Source: an optimization exercise on an open RTL-to-GDS flow (aim: small area, a short achievable clock period and few clock cycles). Production flows keep margins and buffers that such runs may drop. The RTL was checked by simulation tests, not by an equivalence proof against the original design.

==> flow/config.mk <==
export PLATFORM = sky130hd
export DESIGN_NAME = math24_async
export DESIGN_NICKNAME = math24_async
export VERILOG_FILES = /design/flow/design.v
export SDC_FILE = /design/flow/constraint.sdc
export NUM_CORES = 4
export LEC_CHECK = 0
export CAP_MARGIN = 40
export CORE_MARGIN = 2
export CORE_UTILIZATION = 65
export SLEW_MARGIN = 40
==> flow/constraint.sdc <==
create_clock -name core_clock -period 75.0 [get_ports {iw_clk}]
set_input_delay 15.0000 -clock core_clock [delete_from_list [all_inputs] [get_ports {iw_clk}]]
set_output_delay 15.0000 -clock core_clock [all_outputs]
set_load 0.01 [all_outputs]
==> flow/design.v <==
module math24_async(
    input  wire                iw_clk,
    input  wire                iw_rst,
    input  wire [23:0] iw_math_ctrl,
    input  wire [23:0] iw_math_opa,
    input  wire [23:0] iw_math_opb,
    input  wire [23:0] iw_math_opc,
    output wire                ow_csr_wen,
    output wire [11:0] ow_csr_waddr,
    output wire [23:0] ow_csr_wdata
);
    localparam integer M_DIV   = 0;      
    localparam integer M_SQRT  = 1;      
    localparam integer M_MUL   = 2;      
    localparam integer M_NEGQ  = 3;      
    localparam integer M_NEGR  = 4;      
    localparam integer M_ADD   = 5;      
    localparam integer M_CMP   = 6;      
    localparam integer M_CLAMP = 7;      
    localparam integer NM      = 8;
    localparam [2:0] P_IDLE = 3'b100;
    localparam [2:0] P_CTRL = 3'b000;
    localparam [2:0] P_ST1  = 3'b001;
    localparam [2:0] P_WAIT = 3'b110;
    localparam [2:0] P_RES0 = 3'b010;
    localparam [2:0] P_RES1 = 3'b011;
    localparam [2:0] P_ST2  = 3'b101;
    reg  [2:0]  ph;
    reg  [1:0]  wa;
    reg         wen_r;
    reg  [23:0] W;
    reg  [23:0] R, Q, D;
    reg  [4:0]  op;
    reg         sa;
    reg  [5:0]  cnt;
    assign ow_csr_wen   = wen_r;
    assign ow_csr_waddr = {7'd0, 1'b1, 1'b0, wa[1], 1'b0, wa[0]};
    assign ow_csr_wdata = W;
    wire idle = (ph == P_IDLE);
    function automatic [5:0] opflags(input [4:0] o);
        opflags = {(o >= 5'h11) && (o != 5'h1F),
                   (o == 5'h04) || (o == 5'h05) || (o == 5'h06) || (o == 5'h0A) ||
                   (o == 5'h0B) || (o == 5'h0D) || (o == 5'h1B) || (o == 5'h1C) ||
                   (o == 5'h1E),
                   (o == 5'h0F) || (o == 5'h12),
                   (o == 5'h09) || (o == 5'h0B) || (o == 5'h1A) || (o == 5'h1C),
                   (o == 5'h0C) || (o == 5'h0D) || (o == 5'h1D) || (o == 5'h1E),
                   (o == 5'h03) || (o == 5'h17)};
    endfunction
    reg  [5:0] fl;
    wire lane    = fl[5];
    wire sgn     = fl[4];
    wire sub     = fl[3];
    wire mx      = fl[2];
    wire clampop = fl[1];
    wire sqrtop  = fl[0];
    reg [5:0] nsteps;
    always @* begin
        case (op)
            5'h00, 5'h01, 5'h02, 5'h04: nsteps = 6'd24;
            5'h05:                      nsteps = 6'd27;
            5'h06:                      nsteps = 6'd26;
            5'h03, 5'h14, 5'h15, 5'h16: nsteps = 6'd12;
            5'h17:                      nsteps = 6'd6;
            5'h0C, 5'h0D, 5'h1D, 5'h1E: nsteps = 6'd2;
            5'h1F:                      nsteps = 6'd0;
            default:                    nsteps = 6'd1;
        endcase
    end
    function automatic [NM+2:0] modef(input [4:0] o, input f0, input e23, input e25, input g24);
        reg [NM-1:0] m;
        reg        mneg;
        reg [1:0]  nsel;   
        begin
            m = {NM{1'b0}}; mneg = 1'b0; nsel = 2'd0;
            case (o)
                5'h00, 5'h14: m[M_MUL] = 1'b1;
                5'h04: begin m[M_MUL] = 1'b1; mneg = e23; end
                5'h01, 5'h02, 5'h15, 5'h16: m[M_DIV] = 1'b1;
                5'h03, 5'h17: m[M_SQRT] = 1'b1;
                5'h05: begin
                    if (f0)       begin m[M_NEGQ] = 1'b1; nsel = 2'd1; end
                    else if (!g24) m[M_DIV] = 1'b1;
                    else if (e25) begin m[M_NEGQ] = 1'b1; nsel = 2'd2; end
                    else          m[M_NEGR] = 1'b1;
                end
                5'h06: begin
                    if (f0)       begin m[M_NEGQ] = 1'b1; nsel = 2'd1; end
                    else if (!g24) m[M_DIV] = 1'b1;
                    else          m[M_NEGR] = 1'b1;
                end
                5'h07, 5'h18: begin m[M_NEGQ] = 1'b1; nsel = 2'd1; end
                5'h10, 5'h13: m[M_NEGQ] = 1'b1;
                5'h08, 5'h09, 5'h0A, 5'h0B,
                5'h19, 5'h1A, 5'h1B, 5'h1C: m[M_CMP] = 1'b1;
                5'h0C, 5'h0D, 5'h1D, 5'h1E: begin
                    if (f0) m[M_CMP] = 1'b1;
                    else    m[M_CLAMP] = 1'b1;
                end
                5'h0E, 5'h0F, 5'h11, 5'h12: m[M_ADD] = 1'b1;
                default: ;
            endcase
            modef = {mneg, nsel, m};
        end
    endfunction
    function automatic [25:0] rep26(input b);
        rep26 = {26{b}};
    endfunction
    function automatic [23:0] rep24(input b);
        rep24 = {24{b}};
    endfunction
    function automatic [13:0] radd13(input [12:0] a, input [12:0] b, input c0);
        reg [13:0] c;
        reg [12:0] s;
        integer i;
        begin
            c[0] = c0;
            for (i = 0; i < 13; i = i + 1) begin
                s[i]   = a[i] ^ b[i] ^ c[i];
                c[i+1] = (a[i] & b[i]) | (c[i] & (a[i] ^ b[i]));
            end
            radd13 = {c[13], s};
        end
    endfunction
    function automatic [13:0] radd13s(input [12:0] a, input [12:0] b, input cin);
        reg [13:0] c, pa;
        reg [12:0] s, p;
        integer i;
        begin
            p = a ^ b;
            c[0] = cin;
            for (i = 0; i < 9; i = i + 1)
                c[i+1] = (a[i] & b[i]) | (c[i] & p[i]);
            for (i = 0; i < 9; i = i + 1)
                s[i] = p[i] ^ c[i];
            pa[9] = 1'b1;
            c[9]  = 1'b0;
            for (i = 9; i < 13; i = i + 1) begin
                c[i+1]  = (a[i] & b[i]) | (c[i] & p[i]);
                pa[i+1] = pa[i] & p[i];
            end
            for (i = 9; i < 13; i = i + 1)
                s[i] = p[i] ^ (c[i] | (radd9c(a, b, cin) & pa[i]));
            radd13s = {c[13] | (radd9c(a, b, cin) & pa[13]), s};
        end
    endfunction
    function automatic radd9c(input [12:0] a, input [12:0] b, input cin);
        reg c;
        integer i;
        begin
            c = cin;
            for (i = 0; i < 9; i = i + 1)
                c = (a[i] & b[i]) | (c & (a[i] ^ b[i]));
            radd9c = c;
        end
    endfunction
    function automatic [71:0] step(input [23:0] r, input [23:0] q, input [23:0] d,
                                   input [NM-1:0] m, input ln, input sg, input sbt,
                                   input mxx, input mng, input [1:0] nsl, input sa_,
                                   input [23:0] dx);
        reg [25:0] X, Y, XA, XB, XC, XD, YA, YB, YC;
        reg        cin, cinh, ch, dum;
        reg [13:0] sl, sh;
        reg [23:0] S, XV;
        reg        yinv, ga, gh, yel, yeh, ql, qh, ltl, lth, cl, chh, nq, xcinv;
        reg        k_hold_r, k_hold_q, k_hold_d;
        reg [23:0] rn, qn, dn;
        begin
            dum = ~ln & (m[M_DIV] | m[M_SQRT] | m[M_MUL] | m[M_NEGQ] | m[M_NEGR] |
                         m[M_ADD] | m[M_CMP] | m[M_CLAMP]);
            XA = {r[23:12], ln ? q[23] : r[11], ln ? r[11] : 1'b0, r[10:0], ln ? q[11] : q[23]};
            XB = {r[22:12], ln ? q[23:22] : r[11:10], ln ? r[10] : 1'b0,
                  r[9:0], ln ? q[11:10] : q[23:22]};
            xcinv = m[M_NEGR];
            XC = {sg & r[23], r[23:12], ln & sg & r[11], r[11:0]} ^ {{13{xcinv}}, 1'b0, {12{xcinv}}};
            XD = {sg & q[23], q[23:12], ln & sg & q[11], q[11:0]};
            X = (rep26(m[M_DIV]) & XA) | (rep26(m[M_SQRT]) & XB) |
                (rep26(m[M_MUL] | m[M_NEGR] | m[M_CLAMP]) & XC) |
                (rep26(m[M_ADD] | m[M_CMP]) & XD) | {13'd0, dum, 12'd0};
            yinv = (m[M_DIV] & ~(sg & d[23])) | (m[M_MUL] & mng) | (m[M_ADD] & sbt) | m[M_CMP];
            yeh  = m[M_DIV] | (m[M_MUL] & ((sg & d[23]) ^ mng)) | (m[M_ADD] & sbt) |
                   (m[M_CMP] & ~(sg & d[23]));
            yel  = ln & (m[M_DIV] | (m[M_ADD] & sbt) | (m[M_CMP] & ~(sg & d[11])));
            ga   = m[M_DIV] | m[M_ADD] | m[M_CMP] | (m[M_MUL] & q[0]);
            gh   = m[M_DIV] | m[M_ADD] | m[M_CMP] | (m[M_MUL] & (ln ? q[12] : q[0]));
            YA = {gh & yeh, {12{gh}} & dx[23:12], ga & yel, {12{ga}} & dx[11:0]};
            YB = ln ? {5'h1F, ~d[17:12], 2'b10, 5'h1F, ~d[5:0], 2'b10}
                    : {11'h7FF, ~d[11:10], 1'b0, ~d[9:0], 2'b10};
            YC = {~(sg & q[23]), ~q[23:12], ln & ~(sg & q[11]), ~q[11:0]};
            Y = (rep26(m[M_DIV] | m[M_MUL] | m[M_ADD] | m[M_CMP]) & YA) |
                (rep26(m[M_SQRT]) & YB) | (rep26(m[M_NEGQ] | m[M_CLAMP]) & YC);
            cin  = (m[M_DIV] & ~(sg & d[23])) | (m[M_MUL] & q[0] & mng) | m[M_SQRT] |
                   m[M_NEGQ] | m[M_NEGR] | (m[M_ADD] & sbt) | m[M_CMP];
            cinh = m[M_DIV] | m[M_SQRT] | m[M_NEGQ] | (m[M_ADD] & sbt) | m[M_CMP];
            sl = radd13(X[12:0], Y[12:0], cin);
            ch = ln ? cinh : sl[13];
            sh = radd13s(X[25:13], Y[25:13], ch);
            S  = {sh[11:0], sl[11:0]};
            qh = sh[13];
            ql = ln ? sl[13] : sh[13];
            XV = {X[24:13], X[11:0]};
            k_hold_r = ~(m[M_DIV] | m[M_SQRT] | m[M_MUL] | m[M_NEGR]);
            rn = ({24{m[M_DIV] | m[M_SQRT]}} &
                     {qh ? S[23:12] : XV[23:12], ql ? S[11:0] : XV[11:0]}) |
                 ({24{m[M_MUL]}} & {sh[12:1], ln ? sl[12] : sh[0], sl[11:1]}) |
                 ({24{m[M_NEGR]}} & (sa_ ? S : r)) |
                 ({24{k_hold_r}} & r);
            nq  = m[M_NEGQ];
            cl  = (nsl == 2'd0) | ((nsl == 2'd1) & (ln ? q[11] : q[23])) | ((nsl == 2'd2) & (sa_ ^ d[23]));
            chh = (nsl == 2'd0) | ((nsl == 2'd1) & q[23]) | ((nsl == 2'd2) & (sa_ ^ d[23]));
            k_hold_q = ~(m[M_DIV] | m[M_SQRT] | m[M_MUL] | m[M_NEGQ] | m[M_ADD]);
            qn = ({24{m[M_DIV]}} & {q[22:12], ln ? qh : q[11], q[10:0], ql}) |
                 ({24{m[M_SQRT]}} & {q[21:12], ln ? 2'b00 : q[11:10], q[9:0], 2'b00}) |
                 ({24{m[M_MUL]}} & {ln ? sh[0] : sl[0], q[23:13], ln ? sl[0] : q[12], q[11:1]}) |
                 ({24{nq}} & {chh ? S[23:12] : q[23:12], cl ? S[11:0] : q[11:0]}) |
                 ({24{m[M_ADD]}} & S) |
                 ({24{k_hold_q}} & q);
            ltl = ln ? sl[12] : sh[12];
            lth = sh[12];
            k_hold_d = ~(m[M_SQRT] | m[M_CMP] | m[M_CLAMP]);
            dn = ({24{m[M_SQRT]}} & {d[22:12], ln ? qh : d[11], d[10:0], ql}) |
                 ({24{m[M_CMP]}} & {((lth ^ mxx) ? q[23:12] : d[23:12]),
                                    ((ltl ^ mxx) ? q[11:0] : d[11:0])}) |
                 ({24{m[M_CLAMP]}} & {(~lth ? r[23:12] : d[23:12]), (~ltl ? r[11:0] : d[11:0])}) |
                 ({24{k_hold_d}} & d);
            step = {rn, qn, dn};
        end
    endfunction
    reg         act;                     
    reg         e23, e25, g24;           
    function automatic [9:0] opclass(input [4:0] o);
        opclass = {(o == 5'h00) || (o == 5'h04) || (o == 5'h14),
                   (o == 5'h04),
                   (o == 5'h01) || (o == 5'h02) || (o == 5'h15) || (o == 5'h16),
                   (o == 5'h03) || (o == 5'h17),
                   (o == 5'h05) || (o == 5'h06),
                   (o == 5'h05),
                   (o == 5'h07) || (o == 5'h18),
                   (o == 5'h10) || (o == 5'h13),
                   ((o >= 5'h08) && (o <= 5'h0B)) || ((o >= 5'h19) && (o <= 5'h1C)),
                   (o == 5'h0E) || (o == 5'h0F) || (o == 5'h11) || (o == 5'h12)};
    endfunction
    reg  [9:0] cf;
    wire c_mul = cf[9], c_muls = cf[8], c_div = cf[7], c_sqrt = cf[6], c_sdiv = cf[5],
         c_divs = cf[4], c_negs = cf[3], c_neg = cf[2], c_cmp = cf[1], c_add = cf[0];
    wire f0 = (ph == P_CTRL);
    wire negq2 = c_divs & e25;
    reg  [NM+2:0] md_r;
    always @* begin
        md_r = {(NM+3){1'b0}};
        md_r[M_MUL]   = act & c_mul;
        md_r[NM+2]    = act & c_muls & e23;
        md_r[M_DIV]   = act & (c_div | (c_sdiv & ~f0 & ~g24));
        md_r[M_SQRT]  = act & c_sqrt;
        md_r[M_NEGQ]  = act & (c_negs | c_neg | (c_sdiv & f0) | negq2);
        md_r[NM]      = c_negs | (c_sdiv & f0);
        md_r[NM+1]    = negq2;
        md_r[M_NEGR]  = act & c_sdiv & g24 & ~negq2;
        md_r[M_ADD]   = act & c_add;
        md_r[M_CMP]   = act & (c_cmp | (clampop & f0));
        md_r[M_CLAMP] = act & clampop & ~f0;
    end
    wire first = (ph == P_CTRL);
    wire [23:0] R0 = R & {24{~(first & ~clampop)}};
    wire [23:0] D0 = D & {24{~(first & sqrtop)}};
    wire        yinv = (md_r[M_DIV] & ~(sgn & D0[23])) | (md_r[M_MUL] & md_r[NM+2]) |
                       (md_r[M_ADD] & sub) | md_r[M_CMP];
    wire [23:0] dx = D0 ^ {24{yinv}};
    wire [71:0] so = step(R0, Q, D0, md_r[NM-1:0], lane, sgn, sub, mx, md_r[NM+2],
                          md_r[NM+1:NM], sa, dx);
    function automatic rcarry24(input [23:0] a, input [23:0] b, input c0);
        reg c;
        integer i;
        begin
            c = c0;
            for (i = 0; i < 24; i = i + 1)
                c = (a[i] & b[i]) | (c & (a[i] ^ b[i]));
            rcarry24 = c;
        end
    endfunction
    wire [23:0] t8  = {R0[15:0], Q[23:16]};
    wire        ge8 = rcarry24(t8, dx, yinv);
    wire        skok = (cnt <= (sgn ? 6'd17 : 6'd16));
    wire        skip = md_r[M_DIV] & ~lane & skok & (R0[23:16] == 8'd0) & ~ge8;
    wire [23:0] Rn = skip ? t8 : so[71:48];
    wire [23:0] Qn = skip ? {Q[15:0], 8'd0} : so[47:24];
    wire [23:0] Dn = so[23:0];
    wire [5:0]  cnt_1 = cnt + 6'd1;
    wire        skend = sgn ? (cnt == 6'd17) : (cnt == 6'd16);
    wire [5:0]  cnt_n = skip ? cnt + 6'd8 : cnt_1;
    wire dzl  = (D[11:0] == 12'd0);
    wire dzh  = (D[23:12] == 12'd0);
    wire div24 = (op == 5'h01) || (op == 5'h02) || (op == 5'h05) || (op == 5'h06);
    wire div12 = (op == 5'h15) || (op == 5'h16);
    wire div0  = (div24 & dzl & dzh) | (div12 & (dzl | dzh));
    wire mzl   = (div24 & dzl & dzh) | (div12 & dzl);
    wire mzh   = (div24 & dzl & dzh) | (div12 & dzh);
    wire src0_q = (op == 5'h00) || (op == 5'h01) || (op == 5'h04) || (op == 5'h05) ||
                  (op == 5'h07) || (op == 5'h0E) || (op == 5'h0F) || (op == 5'h10) ||
                  (op == 5'h11) || (op == 5'h12) || (op == 5'h13) || (op == 5'h14) ||
                  (op == 5'h15) || (op == 5'h18);
    wire src0_r = (op == 5'h02) || (op == 5'h06) || (op == 5'h16);
    wire src0_d = (op == 5'h03) || ((op >= 5'h08) && (op <= 5'h0D)) || (op == 5'h17) ||
                  ((op >= 5'h19) && (op <= 5'h1E));
    wire src1_r = (op == 5'h00) || (op == 5'h04) || (op == 5'h01) || (op == 5'h05) ||
                  (op == 5'h15);
    wire s0ql = src0_q & ~mzl, s0qh = src0_q & ~mzh;
    wire s0rl = src0_r & ~mzl, s0rh = src0_r & ~mzh;
    wire s1l  = src1_r & ~mzl, s1h  = src1_r & ~mzh;
    wire [23:0] res0 = ({{12{s0qh}}, {12{s0ql}}} & Qn) | ({{12{s0rh}}, {12{s0rl}}} & Rn) |
                       ({24{src0_d}} & Dn);
    wire [23:0] res1 = {{12{s1h}}, {12{s1l}}} & R;
    wire done = skip ? (skend & ~sgn) : (cnt_1 >= nsteps);
    reg  [2:0] ph_n;
    reg        wen_n;
    always @* begin
        ph_n = ph; wen_n = wen_r;
        case (ph)
            P_IDLE: if (iw_math_ctrl[0]) begin ph_n = P_CTRL; wen_n = 1'b1; end
            P_CTRL: ph_n = P_ST1;
            P_ST1, P_WAIT: begin
                if (done) begin ph_n = P_RES0; wen_n = 1'b1; end
                else      begin ph_n = P_WAIT; wen_n = 1'b0; end
            end
            P_RES0: ph_n = P_RES1;
            P_RES1: ph_n = P_ST2;
            default: begin ph_n = P_IDLE; wen_n = 1'b0; end
        endcase
    end
    always @(posedge iw_clk or posedge iw_rst) begin
        if (iw_rst) begin
            ph    <= P_IDLE;
            wen_r <= 1'b0;
        end else begin
            ph    <= ph_n;
            wen_r <= wen_n;
        end
    end
    always @(posedge iw_clk) wa <= ph_n[1:0];
    always @(posedge iw_clk) begin
        if (idle) begin
            Q   <= iw_math_opa;
            D   <= iw_math_opb;
            R   <= iw_math_opc;
            op  <= iw_math_ctrl[5:1];
            fl  <= opflags(iw_math_ctrl[5:1]);
            cf  <= opclass(iw_math_ctrl[5:1]);
            sa  <= iw_math_opa[23];
            cnt <= 6'd0;
            act <= (iw_math_ctrl[5:1] != 5'h1F);
            e23 <= 1'b0; e25 <= 1'b0; g24 <= 1'b0;
            W   <= {iw_math_ctrl[23:1], 1'b0};
        end else begin
            R <= Rn; Q <= Qn; D <= Dn;
            cnt <= cnt_n;
            act <= (cnt_n < nsteps);
            e23 <= (cnt_n == 6'd23); e25 <= (cnt_n == 6'd25); g24 <= (cnt_n > 6'd24);
            case (ph)
                P_CTRL:        W <= div0 ? 24'h5 : 24'h2;
                P_ST1, P_WAIT: W <= res0;
                P_RES0:        W <= res1;
                default:       W <= div0 ? 24'h5 : 24'h1;
            endcase
        end
    end
endmodule
==> flow/flow/run.sh <==
#!/bin/bash
# Standard layout, with plain buf_1 cells as the port buffers instead of the
# delay buffers buffer_ports picks by default.
set -e
export BUFFER_PORTS_ARGS="-buffer_cell sky130_fd_sc_hd__buf_1"
bash standard.sh > standard.log 2>&1
==> flow/standard.sh <==
#!/bin/bash
# synth_recipe.tcl (not shown) runs the flow's synth.tcl, then flattens the netlist and writes it again
# the make line also repeats each setting of config.mk as NAME=value (left out here)
make -C /OpenROAD-flow-scripts/flow DESIGN_CONFIG=/design/flow/config.mk WORK_HOME=/design/flow/orfs CLKGATE_MAP_FILE= SYNTH_SCRIPT=/design/flow/synth_recipe.tcl "${@:-finish}"
==> summary.md, run 1 <==
The tools report the clock latency at the later pin of the worst-skew pair as 460 ps. The critical path runs through a total of 7 cells. The first global-routing pass estimated 77.69 mm of wire. For met1 alone, demand over resource in global routing was 65.14%. The tools report the area of the mapped netlist as 12,160 sq um.

The total number of nets in the final design was 1,801; the TritonCTS buffer count was 17. Summed over all nets, the half-perimeter wirelength after detailed placement is 35.59 mm. The count of yosys warnings during synthesis is 1, and the number of global-route vias before repair is 13,220. Of the post-synthesis cell area, the part taken by muxes is 4.857%.

The die height works out to 140.8 microns. In this run the deepest clock path goes through 2 buffers. Based on the critical path, the design can be clocked at up to 0.06227 GHz. Share of layout cells above drive strength 1: 7.632%.

The I/O pin count is 135, and the DRC violation total after the first TritonRoute iteration is 2,873. The xor and xnor area share after synthesis works out to 2.923%. The highest fanout seen on the critical path is 16. TritonCTS built the clock tree.

The final critical path takes up 21.41% of the cycle. The count of final hold-check violations was 0. The cell type of the slowest stage on the worst timing path is sky130_fd_sc_hd__buf_1.

The largest single stage delay on the critical path is 480 ps. The synthesized-area fraction occupied by and/or/nand/nor cells is 19.09%, and the core footprint is 18,520 sq um. The routed design has 51.95 mm of wire.

Entering global routing, the biggest net connects 103 pins. The run gives 16,400 ps as the arrival time reported for the critical path endpoint. The sum of negative setup slack came out at 0 ps. The kind of capture point of the worst setup path is a flop. After synthesis, flip-flops and latches occupy 24.63% of the total area. After clock tree synthesis, the clock-pin slew on the worst setup and hold paths is 70 ps.

The tool flagged a number of max-cap violations equal to 0. The number of different library cells used by synthesis comes to 91. The remaining antenna violation count after routing was 0; the number of synthesized flops with an enable pin was 21. The sort of element at the start of the critical path is a primary input.

At the worst endpoint, the required time is 75,340 ps. The number of register bits inferred by synthesis was 138; the slew of the pin with the lowest slew margin was 877.9 ps. For the number of hold-repair buffers added at the cts stage, the log shows 0. The pre-antenna-repair detailed-routing pass consisted of 9 iterations. The critical path goes through buf_1 -> nand2_1 -> nor2_1 -> nand2_1 -> nand2_1 -> o31ai_1 -> a21boi_0. The H-tree was split into 4 levels. For the overall via count from detail_route, the log shows 14,280. Gates resized during post-CTS repair numbered 0. The total buffers and inverters traversed by the critical path was 1; the final weighted congestion of routability-driven global placement was 1.083. For the initial cell density of the core, the log shows 65.66%. By instance count, the cell type seen most on the critical path is sky130_fd_sc_hd__nand2_1. The worst hold path stage count is 2, and the area of the die is 19,810 sq um. The logs give 535.4 ps for the post-route worst hold slack and 0 for the DRC violations left. In this run the most used layer during global routing was met2. The share of the synthesized area in compound gates (AO/OA/AOI/OAI) was 32.92%; the met2 demand-to-capacity share in global routing was 74.45%. Row generation in the floorplan step produced 50 rows. The total overflow left after global routing is 0.

The largest clock skew in the final design is 13.55 ps, and the count of final setup violators is 0. The run finished with no timing, DRC or antenna violations. The type of the worst min-delay path was reg -> reg.

The worst path in the final design needs a cycle of 16,060 ps, including I/O delays and setup. Dividing the detail-routed via count by the number of cells gives 7.565. The dominant register cell in the synthesized netlist is sky130_fd_sc_hd__dfxtp_1. The tree is rooted in a sky130_fd_sc_hd__clkbuf_16.

The global routing usage summed across all routing layers came out at 51.51%. The post-synthesis share of cell area spent on full adders, half adders and majority gates was 8.109%; the layout overhead on the synthesized area was 8.644%. The routed length per placed instance is 27.53 microns, and the relative slew slack is 41.30%. Counting the fill cells in the layout gives 1,543. Measured along the x axis, the die boundary spans 140.8 microns. Once layout is complete, the utilization of the core stands at 71.33%.

Setup repair after global routing left no endpoint under its margin. Grouping stages by cell kind, the critical path spends the most delay in simple AND/OR/NAND/NOR gates. Dividing the synthesized area by the synthesized cell count gives 7.566 sq um.

After synthesis, the largest family of logic cells by area is compound AO/OA/AOI/OAI gates. The logs give 0 for the final count of pins violating max slew and 18.48% for the global-route track usage on met3. For this run, asynchronously set or reset flops after synthesis account for 2.899%.

The run gives 0 as the number of post-CTS setup repair buffers. The category of the most critical setup path was in -> reg. Number of cells on the worst reg-to-reg path: 44. During placement, the flow inserted port buffers numbering 124. For the clock sink count, the log shows 138.

For the synthesized netlist cell count, the log shows 1,607. The number of antenna violations at the first check in global routing was 3.
## cell usage in the layout, fill, tap and decap left out, drive strengths merged, types with 16 or more instances in the layout
master     n
a2111oi   18
a211oi    16
a21oi    126
a221o     22
a221oi    23
a222oi    27
a22o      21
a22oi     47
and2      18
buf      158
clkbuf    17
dfxtp    113
edfxtp    21
fa        23
ha        42
inv       76
mux2      29
mux2i     26
nand2    192
nand3     36
nor2     166
nor3      24
o211ai    17
o21ai    107
o221ai    29
o22ai     26
xnor2     31
## worst reg2reg max path, delay by kind of cell, from the launching register on
family,cells,cell delay (ps)
adders and majority gates,22,9450
AOI/OAI and AO/OA,10,3160
buffers and inverters,6,1070
and+or+nand+nor,5,1330
DFF,1,620
xor gates and xnor gates,1,200
## logic make-up (layout without fill, tap and decap cells)
| family | after synthesis | after routing |
|---|---|---|
| xor gates and xnor gates | 39 | 39 |
| other | 2 | 12 |
| AOI/OAI and AO/OA | 570 | 570 |
| and+or+nand+nor | 517 | 517 |
| DFF | 138 | 138 |
| adders and majority gates | 65 | 65 |
| buffers and inverters | 221 | 257 |
| muxes | 55 | 55 |
## state kept, by name, summed over array words and instances, names as in the netlist, 5 cells and up
name / flops
D: 24
Q: 24
cnt: 6
op: 5
W: 24
nsteps: 5
cf: 9
R: 24
fl: 6
## final timing paths
| path | slack (ps) | start | to |
|---|---|---|---|
| setup / recovery | 58940 | iw_math_ctrl[4] | act$_DFF_P_ |
| hold / removal | 540 | wen_r$_DFFE_PP0P_ | wen_r$_DFFE_PP0P_ |
| setup reg to reg | 59060 | ph[1]$_DFF_PP0_ | W[2]$_DFF_P_ |
| hold reg to reg | 540 | wen_r$_DFFE_PP0P_ | wen_r$_DFFE_PP0P_ |
| max in group asynchronous | 60390 | iw_rst | ph[2]$_DFFE_PP1P_ |
| min in group asynchronous | 14380 | iw_rst | wen_r$_DFFE_PP0P_ |
## metrics by stage
stage	instance area [sq um]	setup WS, ps	instances
global route	13200	58500	1885
finish	13210	58940	1887
detailed placement	12610	58540	1853
global placement	12560	58600	1851
floorplan	12190	59010	1615
CTS	13180	58970	1885
## routing by layer
layer / part of all wire, % / up-vias
met5: 0 / -
met4: 8.7 / 0
met3: 17 / 393
met2: 40 / 1461
met1: 35 / 6401
li1: - / 6021
## area by class of cell
class | count | area, sq um | area share [%]
Clock inverter | 15 | 150.1 | 1.137
Timing Repair Buffer | 158 | 724.4 | 5.485
Antenna cell | 2 | 5.005 | 0.03789
Inverter | 67 | 252.7 | 1.913
Tap cell | 234 | 292.8 | 2.217
Sequential cell | 138 | 2994 | 22.67
Multi-Input combinational cell | 1256 | 8364 | 63.32
Clock buffer | 17 | 425.4 | 3.221
## Yosys cell counts, types with 16 or more instances
cell                          n  area, sq um
sky130_fd_sc_hd__o221ai_1    29        254.0
sky130_fd_sc_hd__ha_1        42        525.5
sky130_fd_sc_hd__dfxtp_1    113         2262
sky130_fd_sc_hd__a221oi_1    23        201.4
sky130_fd_sc_hd__o22ai_1     26        162.7
sky130_fd_sc_hd__clkbuf_1   113        424.2
sky130_fd_sc_hd__and2_1      17        106.4
sky130_fd_sc_hd__o211ai_1    16        120.1
sky130_fd_sc_hd__mux2i_1     25        250.2
sky130_fd_sc_hd__a211oi_1    16        120.1
sky130_fd_sc_hd__o21ai_0    106        530.5
sky130_fd_sc_hd__a222oi_1    27        270.3
sky130_fd_sc_hd__inv_1       66        247.7
sky130_fd_sc_hd__edfxtp_1    21        630.6
sky130_fd_sc_hd__buf_2       16        80.08
sky130_fd_sc_hd__nand3_1     36        180.2
sky130_fd_sc_hd__a22oi_1     47        352.8
sky130_fd_sc_hd__a221o_1     22        220.2
sky130_fd_sc_hd__a22o_1      21        183.9
sky130_fd_sc_hd__xnor2_1     31        271.5
sky130_fd_sc_hd__nor3_1      24        120.1
sky130_fd_sc_hd__fa_1        23        460.4
sky130_fd_sc_hd__nor2_1     165        619.3
sky130_fd_sc_hd__a21oi_1    126        630.6
sky130_fd_sc_hd__nand2_1    192        720.7
sky130_fd_sc_hd__mux2_2      29        326.6
sky130_fd_sc_hd__a2111oi_0   16        140.1
Testbench counts, summed over its fixed seeds: cycles 237,492.
==> run 2: changes to the inputs <==
==> flow/flow/run.sh (replaced) <==
#!/bin/bash
# Standard layout with two changes to how cells are chosen:
#  - plain buf_1 cells as the port buffers instead of delay buffers
#  - a clock tree of clkbuf_8 buffers without dummy loads
set -e
export BUFFER_PORTS_ARGS="-buffer_cell sky130_fd_sc_hd__buf_1"
export CTS_ARGS="-sink_clustering_enable -repair_clock_nets -buf_list sky130_fd_sc_hd__clkbuf_8 -dont_use_dummy_load"
bash standard.sh > standard.log 2>&1
==> flow/config.mk (replaced) <==
export PLATFORM = sky130hd
export DESIGN_NAME = math24_async
export DESIGN_NICKNAME = math24_async
export VERILOG_FILES = /design/flow/design.v
export SDC_FILE = /design/flow/constraint.sdc
export NUM_CORES = 4
export LEC_CHECK = 0
export CAP_MARGIN = 15
export CORE_MARGIN = 2
export CORE_UTILIZATION = 60
export SLEW_MARGIN = 15
==> summary.md, run 2 <==
The shortest period the worst path allows came out at 16,020 ps (-36.60 ps). The tools report the area of the die as 21,420 sq um (+8.1%). I/O pin count: 135 (unchanged). The most frequently used cell type in the post-synthesis netlist was sky130_fd_sc_hd__nand2_1. The DRC violation total after the first TritonRoute iteration is 2,354 (-18%), and the clock-pin slew of the registers on the worst-case setup and hold paths is 110 ps (+40 ps).

The category of the most critical setup path is reg -> out. The TritonCTS buffer count is 17 (unchanged). The path class of the tightest hold or removal check is reg -> reg.

Die height: 146.4 microns (+4.0%). For this run, the leading register cell type out of synthesis is sky130_fd_sc_hd__dfxtp_1. The global routing usage summed across all routing layers was 46.64% (-4.9 points); the highest fanout seen on the critical path was 2 (-14). The routed via count divided by cell count is 7.310 (-3.4%), and the remaining antenna violation count after routing is 0 (unchanged). Maximum single-stage delay on the critical path: 400 ps (-80 ps). The final weighted congestion of routability-driven global placement was 1.087 (+0.35%).

For the achievable frequency, the log shows 0.06241 GHz (+0.23%). The number of H-tree branching levels is 4 (unchanged). The logs give 0 (unchanged) for the final global-route overflow total and 0 (unchanged) for the count of final setup violators.

The run gives 6.404% (-35 points) as the relative slew slack. The core footprint was 20,040 sq um (+8.2%). Sort of element at the start of the critical path: a flop. The slew of the pin with the lowest slew margin was 1391 ps (+513.2 ps).

Antenna cell count: 0 (-2). The top cell type's share of synthesized area is 18.61% (unchanged). The arrival time reported for the critical path endpoint is 1020 ps (-15,380 ps). The count of different cell masters after synthesis was 91 (unchanged); the overall via count from detail_route was 13,930 (-2.5%).

The number of synthesized flops with an enable pin was 21 (unchanged); the number of standard-cell rows in the floorplan was 52 (+4.0%). Number of global-route vias before repair: 12,760 (-3.4%). In this design, the largest share of critical-path delay is due to flip-flops. The most common cell after layout, fill and taps aside is sky130_fd_sc_hd__nand2_1. The sequential element share of the synthesized area came out at 24.63% (unchanged).

For the post-route worst hold slack, the log shows 547.7 ps (+12.32 ps). For the number of maximum-capacitance constraint violations, the log shows 0 (unchanged). The total number of nets in the final design is 1,800 (-0.056%). The largest clock skew in the final design was 44.45 ps (+30.90 ps); the total buffers and inverters traversed by the critical path was 1 (unchanged).

The run finished with no timing, DRC or antenna violations. The part of the cycle the worst path needs was 21.36% (-0.049 points). The number of register bits inferred by synthesis came out at 138 (unchanged). The layout overhead on the synthesized area is 5.670%.

For the number of gates resized after CTS, the log shows 0 (unchanged). Yosys attributes the largest share of cell area to sky130_fd_sc_hd__dfxtp_1, sky130_fd_sc_hd__nand2_1, sky130_fd_sc_hd__a21oi_1. The critical path goes through buf_1.

For the clock latency at the later pin of the worst-skew pair, the log shows 500 ps (+40 ps). The number of hold-repair buffers added at the cts stage came out at 0 (unchanged). In the layout the commonest cells are sky130_fd_sc_hd__nand2_1, sky130_fd_sc_hd__nor2_1, sky130_fd_sc_hd__a21oi_1.

The count of final hold-check violations came out at 0 (unchanged). The number of antenna violations at the first check in global routing came out at 0 (-3). The number of buffers between clock root and the deepest sink was 2 (unchanged).

The tools report the initial cell density of the core as 60.67% (-5.0 points). First-pass GRT wire length: 76.82 mm (-1.1%). The width of the chip was 146.4 microns (+4.0%).

The per-instance average area after synthesis was 7.566 sq um (unchanged). Sorting the synthesized cells by how often they occur yields sky130_fd_sc_hd__nand2_1, sky130_fd_sc_hd__nor2_1, sky130_fd_sc_hd__a21oi_1, sky130_fd_sc_hd__clkbuf_1, sky130_fd_sc_hd__dfxtp_1. The pin count of the biggest net entering global routing is 83 (-19%). TritonCTS built the clock tree. The count of yosys warnings during synthesis is 1 (unchanged). Setup repair after global routing left no endpoint under its margin. Clock tree synthesis selected as its root buffer the cell sky130_fd_sc_hd__clkbuf_8. The critical path data required time was 60,000 ps (-15,340 ps).

The cell type of the slowest stage on the worst timing path is sky130_fd_sc_hd__dfrtp_1. The number of post-CTS setup repair buffers is 0 (unchanged). Share of layout cells above drive strength 1: 6.239% (-1.4 points). The routed length per placed instance came out at 26.71 microns (-3.0%). The run gives 50.89 mm (-2.0%) as the wire length after detailed routing. The synthesized netlist cell count is 1,607 (unchanged), and the async set-or-reset flop fraction in the synthesized netlist is 2.899% (unchanged). The run gives 8 (-1) as the number of detailed-routing iterations run before antenna repair.

The DRC violations left came out at 0 (unchanged). The worst setup path is captured at an output pin. The cell type with the largest total area after synthesis is sky130_fd_sc_hd__dfxtp_1.

The core utilization of the finished layout came out at 64.11% (-7.2 points). For the final count of pins violating max slew, the log shows 0 (unchanged). The half-perimeter wire length after detailed placement was 36.25 mm (+1.9%). The clock sink count is 138 (unchanged).

The logs give 0 ps (unchanged) for the sum of negative setup slack and 12,160 sq um (unchanged) for the area of the mapped netlist. The number of buffers added on ports is 124 (unchanged).
[run 2: cell counts after synthesis]
No cell type changed its count.
[run 2: final timing paths]
check                                       start           endpoint  slack, ps  cells past startpoint
worst max-delay path            wen_r$_DFFE_PP0P_         ow_csr_wen      58980                      1
worst min-delay path            wen_r$_DFFE_PP0P_  wen_r$_DFFE_PP0P_        550                      2
worst max register to register    ph[1]$_DFF_PP0_       W[1]$_DFF_P_      59100                     40
worst min register to register  wen_r$_DFFE_PP0P_  wen_r$_DFFE_PP0P_        550                      2
max in group asynchronous                  iw_rst  ph[2]$_DFFE_PP1P_      60440                      2
min in group asynchronous                  iw_rst    ph[1]$_DFF_PP0_      14330                      2
[run 2: area by class of cell]
class / instances / area, sq um
sequential: 138 / 2994
tap: 270 / 337.8
timing repair buffer: 157 / 713.2
multi-input combinational: 1256 / 8315
clock buffer: 17 / 234.0
fill: 1890 / 7192
inverter: 67 / 252.7
[run 2: cell families after synthesis]
family	synth area share [%]
flip-flops	24.63
multiplexers	4.857
buffers and inverters	7.410
XOR/XNOR	2.923
AO/OA/AOI/OAI	32.92
adder cells (fa/ha/maj)	8.109
AND/OR/NAND/NOR	19.09
other	0.06177
[run 2: worst min-delay path, stage by stage, from the launching register on]
cell and delay, ps:
sky130_fd_sc_hd__dfrtp_1 360, sky130_fd_sc_hd__o21ai_0 80, sky130_fd_sc_hd__o221ai_1 70
[run 2: stage by stage]
| step | instance area (sq um) | setup WS (ps) | cells |
|---|---|---|---|
| after CTS | 12850 | 58970 | 1905 |
| after global placement | 12610 | 58580 | 1888 |
| final | 12850 | 58980 | 1905 |
| after detailed placement | 12610 | 58530 | 1888 |
| after floorplan | 12190 | 59010 | 1615 |
| after global routing | 12850 | 58750 | 1905 |
[run 2: routing by layer]
layer | global-route usage [%] | wire length (microns)
met2 | 68.89 | 20820
met1 | 62.05 | 19120
met5 | 0 | 0
met4 | 27.86 | 3818
met3 | 11.19 | 7128
==> run 3: changes to the inputs <==
==> flow/config.mk (replaced) <==
export PLATFORM = sky130hd
export DESIGN_NAME = math24_async
export DESIGN_NICKNAME = math24_async
export VERILOG_FILES = /design/flow/design.v
export SDC_FILE = /design/flow/constraint.sdc
export NUM_CORES = 4
export LEC_CHECK = 0
export CAP_MARGIN = 40
export CORE_MARGIN = 2
export CORE_UTILIZATION = 55
export SLEW_MARGIN = 40
==> summary.md, run 3 <==
Count of final hold-check violations: 0 (unchanged). Shortest period the worst path allows: 16,000 ps (-22.70 ps). The startpoint of the worst hold path was wen_r$_DFFE_PP0P_. The number of buffers added on ports came out at 124 (unchanged). The logic depth of the worst path, buffers included works out to 1 (unchanged). Among all cell types in the netlist, the one instantiated most often is sky130_fd_sc_hd__nand2_1. The final global-route overflow total came out at 0 (unchanged).

Sort of element at the start of the critical path: a flop. The met1 global-route usage was 57.42% (-4.6 points); the width of the chip was 152.7 microns (+4.3%). The tools report the arrival time reported for the critical path endpoint as 1000 ps (-20 ps). Global-route track usage on met3: 12.43% (+1.2 points). The run gives 41.73 ps (-2.717 ps) as the largest clock skew in the final design. For the synthesized netlist cell count, the log shows 1,607 (unchanged).

The routed via count divided by cell count works out to 7.132 (-2.4%). The minimum setup slack in the final design was 59,000 ps (+22.70 ps).

Critical path data required time: 60,000 ps (about the same). In this run the most used layer during global routing was met2. In this run the worst hold path is classified as reg -> reg.

The number of synthesized flops with an enable pin came out at 21 (unchanged). The slew of the pin with the lowest slew margin is 884.3 ps (-506.8 ps). The highest fanout seen on the critical path was 2 (unchanged). The worst setup path is captured at an output pin. The top cell type's share of synthesized area works out to 18.61% (unchanged).

The DRC violation total after the first TritonRoute iteration came out at 2,341 (-0.55%). For this design, the slowest cell found on the critical path is sky130_fd_sc_hd__dfrtp_1. The tools report the final count of pins violating max slew as 0 (unchanged).

Clock root buffer: sky130_fd_sc_hd__clkbuf_8. The DRC violations left came out at 0 (unchanged). For the overall via count from detail_route, the log shows 13,660 (-1.9%). The tools report the relative slew slack as 40.69% (+34 points). The tools report the beginning of the critical path as wen_r$_DFFE_PP0P_. The number of standard-cell rows in the floorplan came out at 54 (+3.8%).

The reg-to-reg critical path startpoint is ph[1]$_DFF_PP0_. Clock sink count: 138 (unchanged). The total number of nets in the final design was 1,800 (unchanged); the number of cells on the worst reg-to-reg path was 42 (+5.0%). Setup repair after global routing left no endpoint under its margin. The maximum single-stage delay on the critical path was 390 ps (about the same); the count of different cell masters after synthesis was 91 (unchanged). The tools report the first-pass GRT wire length as 78.39 mm (+2.0%).

For the number of detailed-routing iterations run before antenna repair, the log shows 14 (+6). The number of post-CTS setup repair buffers was 0 (unchanged). The number of gates resized after CTS is 0 (unchanged).

The TritonCTS buffer count was 17 (unchanged). The logs give 8357 sq um (+0.50%) for the multi-input combinational cell area and 58,540 ps (+9.700 ps) for the pre-CTS setup slack. The area of the mapped netlist was 12,160 sq um (unchanged); the part of the cycle the worst path needs was 21.33% (-0.030 points).

The antenna cell count is 0 (unchanged). The flow ran to the end and the layout has no timing, DRC or antenna violations. The final weighted congestion of routability-driven global placement was 1.084 (-0.24%); the count of final setup violators was 0 (unchanged). Clock-pin slew of the registers on the worst-case setup and hold paths: 100 ps (about the same). The routed length per placed instance is 27.23 microns (+1.9%). The async set-or-reset flop fraction in the synthesized netlist works out to 2.899% (unchanged). The most used flip-flop cell after synthesis is sky130_fd_sc_hd__dfxtp_1. The number of register bits inferred by synthesis works out to 138 (unchanged). The tools report the post-route worst hold slack as 531.7 ps (-16.02 ps). The signal on the critical path passes through buf_1. Sequential element share of the synthesized area: 24.63% (unchanged). The half-perimeter wire length after detailed placement was 37.30 mm (+2.9%).

For the met2 demand-to-capacity share in global routing, the log shows 64.02% (-4.9 points). Number of filler cells placed in the layout: 2,133 (+13%). The clock latency at the later pin of the worst-skew pair is 490 ps (about the same), and the share of layout cells above drive strength 1 is 6.789% (+0.55 points). The worst hold path stage count was 2 (unchanged). TritonCTS built the clock tree. By area the synthesized netlist is led by sky130_fd_sc_hd__dfxtp_1, sky130_fd_sc_hd__nand2_1, sky130_fd_sc_hd__a21oi_1. Number of hold-repair buffers added at the cts stage: 0 (unchanged). For the initial cell density of the core, the log shows 55.88% (-4.8 points). For the number of H-tree branching levels, the log shows 4 (unchanged).

The pin count of the biggest net entering global routing is 60 (-28%), and the I/O pin count is 135 (unchanged). The total buffers and inverters traversed by the critical path works out to 1 (unchanged). The run gives 0 ps (unchanged) as the sum of negative setup slack.

The run gives 2994 sq um (unchanged) as the area used by sequential logic in the layout. Category of cells accounting for the largest share of critical-path delay: flip-flops. By count the netlist is led by sky130_fd_sc_hd__nand2_1, sky130_fd_sc_hd__nor2_1, sky130_fd_sc_hd__a21oi_1, sky130_fd_sc_hd__clkbuf_1, sky130_fd_sc_hd__dfxtp_1. The library cell used most frequently in the layout, excluding fill and tap cells, is sky130_fd_sc_hd__nand2_1. The tools report the achievable frequency as 0.06250 GHz (+0.14%). Relative to the synthesized area, the layout overhead comes to 6.092%. The run gives 52.14 mm (+2.5%) as the wire length after detailed routing. The per-instance average area after synthesis is 7.566 sq um (unchanged). Number of maximum-capacitance constraint violations: 0 (unchanged). The cell type with the largest total area after synthesis is sky130_fd_sc_hd__dfxtp_1. The number of buffers between clock root and the deepest sink is 2 (unchanged), and the number of global-route vias before repair is 12,780 (+0.13%). The logs give 0 (unchanged) for the remaining antenna violation count after routing and 1 (unchanged) for the count of yosys warnings during synthesis.

By startpoint and endpoint, the worst setup path is classified as reg -> out. The core footprint is 21,760 sq um (+8.6%). The run gives 43.53% (-3.1 points) as the global routing usage summed across all routing layers.

The die height was 152.7 microns (+4.3%). The library cells used most frequently in the layout, excluding fill and tap cells, are sky130_fd_sc_hd__nand2_1, sky130_fd_sc_hd__nor2_1, sky130_fd_sc_hd__a21oi_1. The logs give 23,310 sq um (+8.8%) for the area of the die and 1 (+1) for the number of antenna violations at the first check in global routing.
## run 3: path summary, 6_finish.rpt
path	slack, ps	end
setup / recovery	59000	ow_csr_wen
hold / removal	530	wen_r$_DFFE_PP0P_
setup reg to reg	59200	W[13]$_DFF_P_
hold reg to reg	530	wen_r$_DFFE_PP0P_
max in group asynchronous	60430	ph[2]$_DFFE_PP1P_
min in group asynchronous	14340	wen_r$_DFFE_PP0P_
## run 3: kinds of logic (layout without fill, tap and decap cells)
| logic type | after synthesis | count (layout) | share of synthesized area (%) |
|---|---|---|---|
| XOR/XNOR | 39 | 39 | 2.923 |
| other | 2 | 10 | 0.06177 |
| AO/OA/AOI/OAI | 570 | 570 | 32.92 |
| multiplexers | 55 | 55 | 4.857 |
| AND/OR/NAND/NOR | 517 | 517 | 19.09 |
| adder cells (fa/ha/maj) | 65 | 65 | 8.109 |
| buffers and inverters | 221 | 241 | 7.410 |
| flip-flops | 138 | 138 | 24.63 |
## run 3: metal layers
layer / wire (microns) / up-vias
met5: 0 / -
met3: 7205 / 266
met4: 3635 / 0
met1: 19790 / 6228
met2: 21510 / 1156
li1: - / 6007
## run 3: area by class of cell
class / count / area share (%)
Tap cell: 280 / 2.716
Sequential cell: 138 / 23.21
Multi-Input combinational cell: 1256 / 64.79
Clock buffer: 17 / 1.814
Timing Repair Buffer: 157 / 5.510
Inverter: 67 / 1.959
## run 3: per-stage QoR
stage / cell area [sq um] / util, % / cells
floorplan: 12190 / - / 1615
global placement: 12620 / 58.00 / 1897
detailed placement: 12650 / 58.14 / 1898
CTS: 12880 / 59.22 / 1915
global route: 12900 / 59.29 / 1915
finish: 12900 / 59.29 / 1915
==> run 4: changes to the inputs <==
--- a/flow/design.v
+++ b/flow/design.v
@@ -58,8 +58,8 @@
     always @* begin
         case (op)
             5'h00, 5'h01, 5'h02, 5'h04: nsteps = 6'd24;
-            5'h05:                      nsteps = 6'd27;
-            5'h06:                      nsteps = 6'd26;
+            5'h05:                      nsteps = sa ? 6'd27 : (D[23] ? 6'd26 : 6'd25);
+            5'h06:                      nsteps = sa ? 6'd26 : 6'd25;
             5'h03, 5'h14, 5'h15, 5'h16: nsteps = 6'd12;
             5'h17:                      nsteps = 6'd6;
             5'h0C, 5'h0D, 5'h1D, 5'h1E: nsteps = 6'd2;
@@ -250,9 +250,9 @@
         md_r = {(NM+3){1'b0}};
         md_r[M_MUL]   = act & c_mul;
         md_r[NM+2]    = act & c_muls & e23;
-        md_r[M_DIV]   = act & (c_div | (c_sdiv & ~f0 & ~g24));
+        md_r[M_DIV]   = act & (c_div | (c_sdiv & ~g24 & ~(f0 & Q[23])));
         md_r[M_SQRT]  = act & c_sqrt;
-        md_r[M_NEGQ]  = act & (c_negs | c_neg | (c_sdiv & f0) | negq2);
+        md_r[M_NEGQ]  = act & (c_negs | c_neg | (c_sdiv & f0 & Q[23]) | negq2);
         md_r[NM]      = c_negs | (c_sdiv & f0);
         md_r[NM+1]    = negq2;
         md_r[M_NEGR]  = act & c_sdiv & g24 & ~negq2;
@@ -287,7 +287,8 @@
     wire [23:0] Dn = so[23:0];
     wire [5:0]  cnt_1 = cnt + 6'd1;
     wire        skend = sgn ? (cnt == 6'd17) : (cnt == 6'd16);
-    wire [5:0]  cnt_n = skip ? cnt + 6'd8 : cnt_1;
+    wire        adj   = c_sdiv & f0 & ~Q[23];
+    wire [5:0]  cnt_n = (skip ? cnt + 6'd8 : cnt_1) + {5'd0, adj};
     wire dzl  = (D[11:0] == 12'd0);
     wire dzh  = (D[23:12] == 12'd0);
     wire div24 = (op == 5'h01) || (op == 5'h02) || (op == 5'h05) || (op == 5'h06);
==> summary.md, run 4 <==
The kind of capture point of the worst setup path is an output pin. The pre-CTS setup slack came out at 58,630 ps (+89.70 ps). The number of register bits inferred by synthesis is 133 (-3.6%).

Setup repair after global routing left no endpoint under its margin. TritonCTS built the clock tree. The total buffers and inverters traversed by the critical path is 1 (unchanged), and the number of global-route vias before repair is 13,250 (+3.7%). Share of layout cells above drive strength 1: 5.992% (-0.80 points). The final count of pins violating max slew came out at 0 (unchanged). Number of standard cells in the layout, taps in and fillers out: 1,949 (+1.8%).

The area of the die was 23,390 sq um (+0.35%); the largest clock skew in the final design was 35.89 ps (-5.842 ps). The async set-or-reset flop fraction in the synthesized netlist works out to 3.008% (+0.11 points). The number of synthesized flops with an enable pin is 21 (unchanged), and the wire length after detailed routing is 59.21 mm (+14%). The part of the cycle the worst path needs came out at 21.37% (+0.035 points). The antenna cell count is 0 (unchanged). The synthesized design spends more area on one cell type than any other, namely sky130_fd_sc_hd__dfxtp_1. The run gives 1 (unchanged) as the count of yosys warnings during synthesis. On the critical path, the stage with the largest delay is an instance of sky130_fd_sc_hd__dfrtp_1. The tools report the count of final hold-check violations as 0 (unchanged). The tools report the I/O pin count as 135 (unchanged).

The run finished with no timing, DRC or antenna violations. The clock-pin slew of the registers on the worst-case setup and hold paths came out at 100 ps (about the same). In the post-synthesis netlist, the cell with the most instances is sky130_fd_sc_hd__nand2_1.

Clock latency at the later pin of the worst-skew pair: 490 ps (about the same). The number of buffers added on ports was 124 (unchanged). The count of final setup violators is 0 (unchanged).

The area of the mapped netlist was 12,200 sq um (+0.36%). For the initial cell density of the core, the log shows 55.91% (about the same). The highest fanout seen on the critical path was 2 (unchanged). For the DRC violations left, the log shows 0 (unchanged). Broken down by cell family, the worst path's largest delay share belongs to flip-flops. The synthesized netlist cell count is 1,635 (+1.7%).

The slew of the pin with the lowest slew margin came out at 968.2 ps (+83.89 ps). The critical path data required time is 60,000 ps (about the same), and the count of different cell masters after synthesis is 87 (-4.4%). The minimum setup slack in the final design came out at 58,970 ps (-26.60 ps). By count the netlist is led by sky130_fd_sc_hd__nand2_1, sky130_fd_sc_hd__nor2_1, sky130_fd_sc_hd__o21ai_0, sky130_fd_sc_hd__clkbuf_1, sky130_fd_sc_hd__dfxtp_1. The TritonCTS buffer count was 17 (unchanged); the routed length per placed instance was 30.38 microns (+12%). The number of post-CTS setup repair buffers was 0 (unchanged); the sum of negative setup slack was 0 ps (unchanged).

The logs give 580.5 ps (+48.78 ps) for the post-route worst hold slack and 85.67 mm (+9.3%) for the first-pass GRT wire length. Shortest period the worst path allows: 16,030 ps (+26.60 ps). The category of the most critical setup path was reg -> out. The routed via count divided by cell count was 7.501 (+5.2%); the number of standard-cell rows in the floorplan was 54 (unchanged). The sequential element share of the synthesized area is 23.72% (-0.91 points). The most common cell after layout, fill and taps aside was sky130_fd_sc_hd__nand2_1. For the number of detailed-routing iterations run before antenna repair, the log shows 17 (+3). The DRC violation total after the first TritonRoute iteration is 3,366 (+44%), and the die height is 152.9 microns (+0.17%). The run gives 0 (unchanged) as the remaining antenna violation count after routing. The number of gates resized after CTS was 0 (unchanged). The tools report the number of hold-repair buffers added at the cts stage as 0 (unchanged).

Walking the worst path, the cells encountered are buf_1. The global routing usage summed across all routing layers was 48.56% (+5.0 points). The total number of nets in the final design came out at 1,833 (+1.8%).

The run gives 133 (-3.6%) as the clock sink count. The type of the worst min-delay path is reg -> reg. The achievable frequency was 0.06240 GHz (-0.17%). The half-perimeter wire length after detailed placement was 43.27 mm (+16%); the per-instance average area after synthesis was 7.463 sq um (-1.4%). The final global-route overflow total was 0 (unchanged); the width of the chip was 152.9 microns (+0.17%).

STA classifies the critical path startpoint as a flop. The slack of the worst reg-to-reg path is 59,100 ps (-100 ps). The core utilization of the finished layout was 59.55% (+0.26 points). The tree is rooted in a sky130_fd_sc_hd__clkbuf_8. The overall via count from detail_route was 14,620 (+7.0%).

The number of H-tree branching levels is 4 (unchanged), and the relative slew slack is 34.86% (-5.8 points). The number of maximum-capacitance constraint violations is 0 (unchanged), and the total placed cells including tap cells is 1,932 (+1.8%). The arrival time reported for the critical path endpoint is 1030 ps (+30 ps). For this run, the leading register cell type out of synthesis is sky130_fd_sc_hd__dfxtp_1.

In the post-synthesis netlist, the biggest area contributors are sky130_fd_sc_hd__dfxtp_1, sky130_fd_sc_hd__nand2_1, sky130_fd_sc_hd__o21ai_0. The run gives 2 (unchanged) as the number of buffers between clock root and the deepest sink. The tools report the final weighted congestion of routability-driven global placement as 1.073 (-1.0%). The number of antenna violations at the first check in global routing is 0 (-1).

In the layout the commonest cells are sky130_fd_sc_hd__nand2_1, sky130_fd_sc_hd__nor2_1, sky130_fd_sc_hd__o21ai_0. For the pin count of the biggest net entering global routing, the log shows 69 (+15%). The maximum single-stage delay on the critical path was 410 ps (+20 ps); the core footprint was 21,820 sq um (+0.31%). From synthesis to final layout, the design area changed by 6.502%. The top cell type's share of synthesized area works out to 17.72% (-0.89 points).
run 4: cell count changes after synthesis, sizes merged, moves of 15 or more:
| cell | change |
|---|---|
| o21ai | +27 |
| nor2 | -25 |
| a22oi | -24 |
| a22o | -15 |
| a221oi | +17 |
| nand2 | +35 |
| a211oi | +22 |
| mux2 | -18 |
| a21oi | -33 |
| o221ai | +17 |
run 4: final timing paths:
kind,from,depth (start not counted),endpoint
max in group asynchronous,iw_rst,2,ph[2]$_DFFE_PP1P_
min,R[6]$_DFF_P_,2,W[6]$_DFF_P_
max reg2reg,ph[0]$_DFF_PP0_,44,W[0]$_SDFF_PP0_
min reg2reg,R[6]$_DFF_P_,2,W[6]$_DFF_P_
min in group asynchronous,iw_rst,2,wen_r$_DFFE_PP0P_
max,wen_r$_DFFE_PP0P_,1,ow_csr_wen
run 4: per-stage QoR:
| step | cell area [sq um] |
|---|---|
| 2_1_floorplan | 12230 |
| 3_3_place_gp | 12720 |
| 3_5_place_dp | 12760 |
| 4_1_cts | 12990 |
| 5_1_grt | 13000 |
| 6_report | 13000 |
run 4: layout make-up:
class / count / area, sq um
clock buffers: 17 / 234.0
fillers: 2044 / 8828
inverters: 71 / 269.0
multi-input cells: 1286 / 8489
flip-flops and latches: 133 / 2894
well taps: 280 / 350.3
repair buffers: 162 / 758.2
run 4: logic make-up after synthesis:
family,Yosys count,synth area share (%)
AO/OA/AOI/OAI,576,33.36
AND/OR/NAND/NOR,548,20.49
buffers and inverters,224,7.332
flip-flops,133,23.72
adder cells (fa/ha/maj),64,7.978
multiplexers,45,3.804
XOR/XNOR,43,3.261
other,2,0.06155
run 4: layer usage:
layer / share of wire, % / GRT usage [%] / vias up
met2: 36 / 62.44 / 1484
met3: 19 / 24.10 / 316
met5: 0.057 / 0 / -
met1: 38 / 66.93 / 6670
met4: 6.7 / 22.66 / 2
li1: - / - / 6147
Testbench counts of run 4, summed over its fixed seeds: cycles 235,225.

## afterwards: timing with drivers on the ports
No port has a modelled driver above. Below, the same layouts with a new extraction and two added sets of constraints. Step 1 (the two cells are an assumption about what drives the block):
set clk [get_ports {iw_clk}]
set_driving_cell -lib_cell sky130_fd_sc_hd__clkbuf_16 $clk
set_driving_cell -lib_cell sky130_fd_sc_hd__buf_2 [delete_from_list [all_inputs] $clk]
Step 2 adds t to the input delays and takes it off the output delays; t is the mean of the earliest and latest rising clock arrival at the registers after step 1. Input paths then give back, and output paths get back, about the clock's delay inside the block. a / b / c = ideal ports / drivers / drivers and shift; a / b = the first two.
run | t (ns) | slack for setup (ns) | worst setup path after step 2
run 1 | 0.500 | 58.942 / 58.966 / 58.466 | input to register
run 2 | 0.522 | 58.978 / 58.929 / 58.482 | input to register
run 3 | 0.513 | 59.001 / 58.954 / 58.524 | input to register
run 4 | 0.514 | 58.974 / 58.928 / 58.625 | input to register
After both steps every run listed still meets setup and hold. The setup slack of run 2, which loses most, moves by -0.049 ns with the drivers and by -0.496 ns with both steps.
